From an optimization exercise on the open Yosys and OpenROAD flow, aimed at small area, a short achievable clock period and few clock cycles per item; shortcuts taken in it are not production practice. Where RTL was checked, it was by simulation tests only, not by an equivalence proof against the original.

Setup of lane 1:
## dot_product_sequential
module dot_product_sequential #(
    parameter WIDTH = 16,
    parameter N = 8
)(
    input  wire clk,
    input  wire rst_n,
    input  wire input_valid,
    output reg  input_ready,
    input  wire [(WIDTH*N)-1:0] A_vec,
    input  wire [(WIDTH*N)-1:0] B_vec,
    output reg  [(2*WIDTH + $clog2(N)) - 1 : 0] result,
    output reg  output_valid
);
Size in the first run: ~5500 cells after synthesis, about 580 flip-flops, about 300 I/O pins.
clock: 15.0 ns
lec_check: 0
cap_margin: 20
core_margin: 2
core_utilization: 65
slew_margin: 20
standard.sh (not shown) runs the stock make flow with config.mk's settings and CLKGATE_MAP_FILE= SYNTH_SCRIPT=/design/flow/synth_recipe.tcl, a recipe that flattens the netlist after the stock synthesis.
==> flow/flow/run.sh <==
#!/bin/bash
# Own layout flow: the standard layout with these changes.
#  Synthesis (the standard flow's script, two changes):
#  1. Yosys's "synth -run fine:" runs with -noabc, so the explicit full-adder tree of the RTL reaches
#     extract_fa intact (abc -fast scrambles its polarity and extract_fa then pads it with inverters).
#  2. extract_fa extracts full adders only (-fa): the RTL's few half adders work on inverted bits,
#     and as ha cells they would need inverters on every pin.
#  Layout: the standard ORFS steps, with
#  - repair_timing asked for a setup margin (SETUP_SLACK_MARGIN), so that it sizes the critical
#    paths for a shorter period than the 15 ns clock (the SDC is the standard flow's, unchanged);
#  - every port still buffered, with a small buffer cell (BUFFER_PORTS_ARGS);
#  - optional power recovery (RECOVER_POWER) after global routing.
set -euo pipefail
MARGIN=${MARGIN:-0}
PORTBUF=${PORTBUF:-sky130_fd_sc_hd__buf_1}
RECOVER=${RECOVER:-0}
work=$(pwd)
sed 's/extract_fa {\*}\[dont_use_extract_fa_args\]/extract_fa -fa/' $FLOW_HOME/scripts/synth.tcl > flow_synth_body.tcl
grep -q 'extract_fa -fa$' flow_synth_body.tcl
sed -e 's/-nofsm -noshare/-nofsm -noshare -noabc/' \
    -e "s|source \$::env(SCRIPTS_DIR)/synth.tcl|source $work/flow_synth_body.tcl|" synth_recipe.tcl > flow_synth.tcl
grep -q -- '-noabc' flow_synth.tcl
grep -q flow_synth_body flow_synth.tcl
res=$work/orfs/results/$FLOW_PLATFORM/dot_product_sequential/base
bash standard.sh SYNTH_SCRIPT=$work/flow_synth.tcl $res/1_2_yosys.v > synth.log 2>&1
bash standard.sh SETUP_SLACK_MARGIN=$MARGIN "BUFFER_PORTS_ARGS=-buffer_cell $PORTBUF" \
  RECOVER_POWER=$RECOVER > layout.log 2>&1
The inputs of lane 2 differ from those of lane 1 as listed below.
--- a/flow/flow/run.sh
+++ b/flow/flow/run.sh
@@ -13,5 +13,5 @@
 set -euo pipefail
-MARGIN=${MARGIN:-0}
+MARGIN=${MARGIN:-10.7}
 PORTBUF=${PORTBUF:-sky130_fd_sc_hd__buf_1}
-RECOVER=${RECOVER:-0}
+RECOVER=${RECOVER:-50}
 work=$(pwd)
==> comparison <==
Summary of lane 1 and lane 2: one run falls short of a clean finish, namely lane 2.
In lane 2, the synthesis-to-layout area growth came out 7.9 points above the value in lane 1.
Per the comparison of lane 2 with lane 1, worst stage delay on the critical path +0.49 ns; aggregate global-route resource usage higher.
Compared with lane 1, lane 2 shows a lower critical path depth.
Diff lane 1 -> lane 2: post-route fraction of the period consumed by the critical path now smaller, non-clock buffer count picked up an extra 342, global routing met1 resource utilization now larger, maximum frequency now sits higher.
diff inputs: lane 2 => lane 3
--- a/flow/flow/run.sh
+++ b/flow/flow/run.sh
@@ -15,3 +15,3 @@
 PORTBUF=${PORTBUF:-sky130_fd_sc_hd__buf_1}
-RECOVER=${RECOVER:-50}
+RECOVER=${RECOVER:-0}
 work=$(pwd)
==> run summary <==
Status: post-detailed-route wirelength per cell parity (lane 2, lane 3). Relative to lane 2, the share of the clock period used by the worst path after layout of lane 3 is lower by 4.2 points. Between lane 3 and lane 2, the difference in final cell count is negligible. Apart from lane 2, each of lane 3 and lane 2 ends the flow with a layout that passes the timing, DRC and antenna checks. Complete run, failing final checks: lane 2, reason max-capacitance violations, max-slew violations. Lower area overhead of the layout relative to synthesis was reported by lane 2, not lane 3. The worst setup path startpoint comes out a_q[113] in one run and b_q[20] in the other, namely in lane 2 and lane 3 respectively. Between lane 3 and lane 2, the post-layout minimum cycle time is higher for lane 2. There was hardly any difference in amount of wire on met2 after detailed routing between lane 2 and lane 3. Relative to lane 2, worst setup slack increased by 0.63 ns in lane 3. For the highest net fanout along the worst path, lane 3 came in 14 lower than lane 2 did.
What lane 4 does differently from lane 3 at the input level:
- CORE_UTILIZATION now 40, was 65
==> flow/flow/run.sh <==
#!/bin/bash
# Own layout flow: the standard layout with these changes.
#  Synthesis (same script as the standard flow's, two changes):
#  1. Yosys's "synth -run fine:" runs with -noabc, so the explicit full-adder tree of the RTL reaches
#     extract_fa intact (abc -fast scrambles its polarity and extract_fa then pads it with inverters).
#  2. extract_fa extracts full adders only (-fa): the RTL's few half adders work on inverted bits,
#     and as ha cells they would need inverters on every pin.
#  Layout: the standard ORFS steps, with repair_timing asked for a setup margin (SETUP_SLACK_MARGIN),
#  so that it sizes the critical paths for a shorter period than the 15 ns clock. The SDC is the standard flow's.
set -euo pipefail
MARGIN=${MARGIN:-10.7}
work=$(pwd)
sed 's/extract_fa {\*}\[dont_use_extract_fa_args\]/extract_fa -fa/' $FLOW_HOME/scripts/synth.tcl > flow_synth_body.tcl
grep -q 'extract_fa -fa$' flow_synth_body.tcl
sed -e 's/-nofsm -noshare/-nofsm -noshare -noabc/' \
    -e "s|source \$::env(SCRIPTS_DIR)/synth.tcl|source $work/flow_synth_body.tcl|" synth_recipe.tcl > flow_synth.tcl
grep -q -- '-noabc' flow_synth.tcl
grep -q flow_synth_body flow_synth.tcl
res=$work/orfs/results/$FLOW_PLATFORM/dot_product_sequential/base
bash standard.sh SYNTH_SCRIPT=$work/flow_synth.tcl $res/1_2_yosys.v > synth.log 2>&1
bash standard.sh SETUP_SLACK_MARGIN=$MARGIN > layout.log 2>&1
[summary]
Lane 4: done, clean on timing, DRC and antenna
Higher routed wire length per instance goes to lane 3 over lane 4.
Looking at max-slew headroom at the worst pin, lane 4 sits above lane 3.
No run of this note included a check of the RTL's function; only the layout flow was run.

========
== v24 ==
dot_product_sequential, a different RTL version from the one above (not shown whole).
For scale: roughly 5400 cells after synthesis, roughly 570 flip-flops, about 300 I/O pins, ~63000 um^2 of cells after synthesis.
Settings: LEC_CHECK=0, CAP_MARGIN=20, CORE_MARGIN=2, CORE_UTILIZATION=65, CTS_CLUSTER_DIAMETER=100, CTS_CLUSTER_SIZE=22, GPL_ROUTABILITY_DRIVEN=0, SLEW_MARGIN=20; clock period 15.0 ns.
==> flow/flow/run.sh <==
#!/bin/bash
# Own layout flow: the standard layout with these changes.
#  Synthesis (the standard flow's script, two changes):
#  1. Yosys's "synth -run fine:" runs with -noabc, so the explicit full-adder tree of the RTL reaches
#     extract_fa intact (abc -fast scrambles its polarity and extract_fa then pads it with inverters).
#  2. extract_fa extracts full adders only (-fa): the RTL's few half adders work on inverted bits,
#     and as ha cells they would need inverters on every pin.
#  Layout: the standard ORFS steps, with
#  - repair_timing asked for a setup margin (SETUP_SLACK_MARGIN), so that it sizes the critical
#    paths for a shorter period than the 15 ns clock (the SDC is the standard flow's, unchanged);
#  - every port still buffered, with a small buffer cell (BUFFER_PORTS_ARGS);
#  - optional power recovery (RECOVER_POWER) after global routing.
set -euo pipefail
MARGIN=${MARGIN:-10.8}
PORTBUF=${PORTBUF:-sky130_fd_sc_hd__buf_1}
RECOVER=${RECOVER:-0}
work=$(pwd)
sed 's/extract_fa {\*}\[dont_use_extract_fa_args\]/extract_fa -fa/' $FLOW_HOME/scripts/synth.tcl > flow_synth_body.tcl
grep -q 'extract_fa -fa$' flow_synth_body.tcl
sed -e 's/-nofsm -noshare/-nofsm -noshare -noabc/' \
    -e "s|source \$::env(SCRIPTS_DIR)/synth.tcl|source $work/flow_synth_body.tcl|" synth_recipe.tcl > flow_synth.tcl
grep -q -- '-noabc' flow_synth.tcl
grep -q flow_synth_body flow_synth.tcl
res=$work/orfs/results/$FLOW_PLATFORM/dot_product_sequential/base
bash standard.sh SYNTH_SCRIPT=$work/flow_synth.tcl $res/1_2_yosys.v > synth.log 2>&1
bash standard.sh SETUP_SLACK_MARGIN=$MARGIN "BUFFER_PORTS_ARGS=-buffer_cell $PORTBUF" \
  RECOVER_POWER=$RECOVER > layout.log 2>&1
Testbench counts of v24, summed over its fixed seeds: cycles 1,624, items 1,600.
The inputs of v51 differ from those of v24 as listed below.
# v24
export LEC_CHECK = 0
export CAP_MARGIN = 20
export CORE_MARGIN = 2
export CORE_UTILIZATION = 65
export CTS_CLUSTER_DIAMETER = 100
export CTS_CLUSTER_SIZE = 22
export GPL_ROUTABILITY_DRIVEN = 0
export SLEW_MARGIN = 20
create_clock -name core_clock -period 15.0 [get_ports {clk}]
# v51
export LEC_CHECK = 0
export CAP_MARGIN = 20
export CORE_MARGIN = 2
export CORE_UTILIZATION = 70
export CTS_CLUSTER_DIAMETER = 100
export CTS_CLUSTER_SIZE = 22
export SLEW_MARGIN = 20
create_clock -name core_clock -period 15.0 [get_ports {clk}]
==> comparison <==
- met1 global-route usage was higher in v51 than in v24.
- For the final period demand of the worst path, v51 came in 58 ps higher than v24 did.
Here is what was changed in the inputs of v53 compared with v51.
# v51
export LEC_CHECK = 0
export CAP_MARGIN = 20
export CORE_MARGIN = 2
export CORE_UTILIZATION = 70
export CTS_CLUSTER_DIAMETER = 100
export CTS_CLUSTER_SIZE = 22
export SLEW_MARGIN = 20
create_clock -name core_clock -period 15.0 [get_ports {clk}]
# v53
export LEC_CHECK = 0
export CAP_MARGIN = 20
export CORE_MARGIN = 2
export CORE_UTILIZATION = 65
export CTS_CLUSTER_DIAMETER = 100
export CTS_CLUSTER_SIZE = 22
export SLEW_MARGIN = 20
create_clock -name core_clock -period 15.0 [get_ports {clk}]
==> run summary <==
Setup slack (lower): v51
| net count of the finished layout | v53 vs v51 | ≈ equal |
Re number of buffers inserted during clock tree synthesis: v51 and v53 aren't equal, and the higher value belongs to v53.
Final core utilization, v51 and v53: lower on v53
Summary of v53 over v51: number of stages on the worst setup path shows no meaningful change, sequential share of layout area stayed essentially flat, area after detailed placement neither gained nor lost much.
On via count of the routed design, v53 does better than v51.
Actual transition at the worst max-transition pin delta for v53 relative to v51: 35 ps higher

========
dot_product_sequential again, from the RTL that the note above started with.
## dot_product_sequential
module dot_product_sequential #(
    parameter WIDTH = 16,
    parameter N = 8
)(
    input  wire clk,
    input  wire rst_n,
    input  wire input_valid,
    output reg  input_ready,
    input  wire [(WIDTH*N)-1:0] A_vec,
    input  wire [(WIDTH*N)-1:0] B_vec,
    output reg  [(2*WIDTH + $clog2(N)) - 1 : 0] result,
    output reg  output_valid
);
export LEC_CHECK = 0
export CAP_MARGIN = 20
export CORE_MARGIN = 2
export CORE_UTILIZATION = 65
export CTS_CLUSTER_DIAMETER = 100
export CTS_CLUSTER_SIZE = 22
export SLEW_MARGIN = 20
export TNS_END_PERCENT = 5
create_clock -name core_clock -period 15.0 [get_ports {clk}]
Scripts as last shown in full above: flow/flow/run.sh
The starting point finished clean.
Testbench counts at the start, summed over its fixed seeds: cycles 1,624, items 1,600.
Next try:
--- a/flow/flow/run.sh
+++ b/flow/flow/run.sh
@@ -12,5 +12,5 @@
 #  - optional power recovery (RECOVER_POWER) after global routing.
 set -euo pipefail
-MARGIN=${MARGIN:-10.8}
+MARGIN=${MARGIN:-10.6}
 PORTBUF=${PORTBUF:-sky130_fd_sc_hd__buf_1}
 RECOVER=${RECOVER:-0}
- TNS_END_PERCENT: 5 -> unset
- die area does not change
- routed wire length stays flat
- non-clock buffer count is unchanged
- global-route usage shrinks by 0.13 points
- cell area shrinks by 0.39%
- worst setup slack is worse by 200 ps
- synthesized cell count stays the same

## afterwards: timing with drivers on the ports
The flow's constraints put no driver on any port. The routed layouts listed below were extracted and timed again, unchanged, in two steps.
Step 1 sets driving cells, clkbuf_16 on the clock port and buf_2 on the other inputs (assumed; they add their load-dependent delay and slew).
Step 2 times the ports against the registers' clock, not the clock port: input delays grow and output delays shrink by t, the midpoint of the rising clock arrivals with the driver on.
Three values: ideal ports, drivers, drivers and shift; two values: the first two.
| run | shift t [ns] | setup slack, ns | worst hold slack (ns) | worst setup path after step 2 | slew at the worst register clock pin (ns) |
|---|---|---|---|---|---|
| lane 1 | 0.738 | 9.792 / 9.792 / 9.792 | 0.350 / 0.350 / 0.350 | register to register | 0.08 / 0.08 |
| lane 2 | 0.749 | 9.822 / 9.822 / 9.822 | 0.347 / 0.347 / 0.347 | register to register | 0.08 / 0.08 |
| lane 3 | 0.752 | 10.449 / 10.449 / 10.449 | 0.347 / 0.347 / 0.347 | register to register | 0.08 / 0.08 |
| lane 4 | 0.789 | 10.386 / 10.386 / 10.386 | 0.351 / 0.351 / 0.351 | register to register | 0.07 / 0.07 |
| v24 | 0.730 | 10.721 / 10.721 / 10.721 | 0.327 / 0.327 / 0.327 | register to register | 0.11 / 0.11 |
| v51 | 0.744 | 10.663 / 10.663 / 10.663 | 0.333 / 0.333 / 0.333 | register to register | 0.09 / 0.09 |
| v53 | 0.742 | 10.721 / 10.714 / 10.721 | 0.332 / 0.332 / 0.332 | register to register | 0.11 / 0.11 |
| the first run of note 3 | 0.740 | 10.693 / 10.693 / 10.693 | 0.332 / 0.332 / 0.332 | register to register | 0.10 / 0.10 |
| the second run of note 3 | 0.735 | 10.497 / 10.497 / 10.497 | 0.332 / 0.332 / 0.332 | register to register | 0.10 / 0.10 |
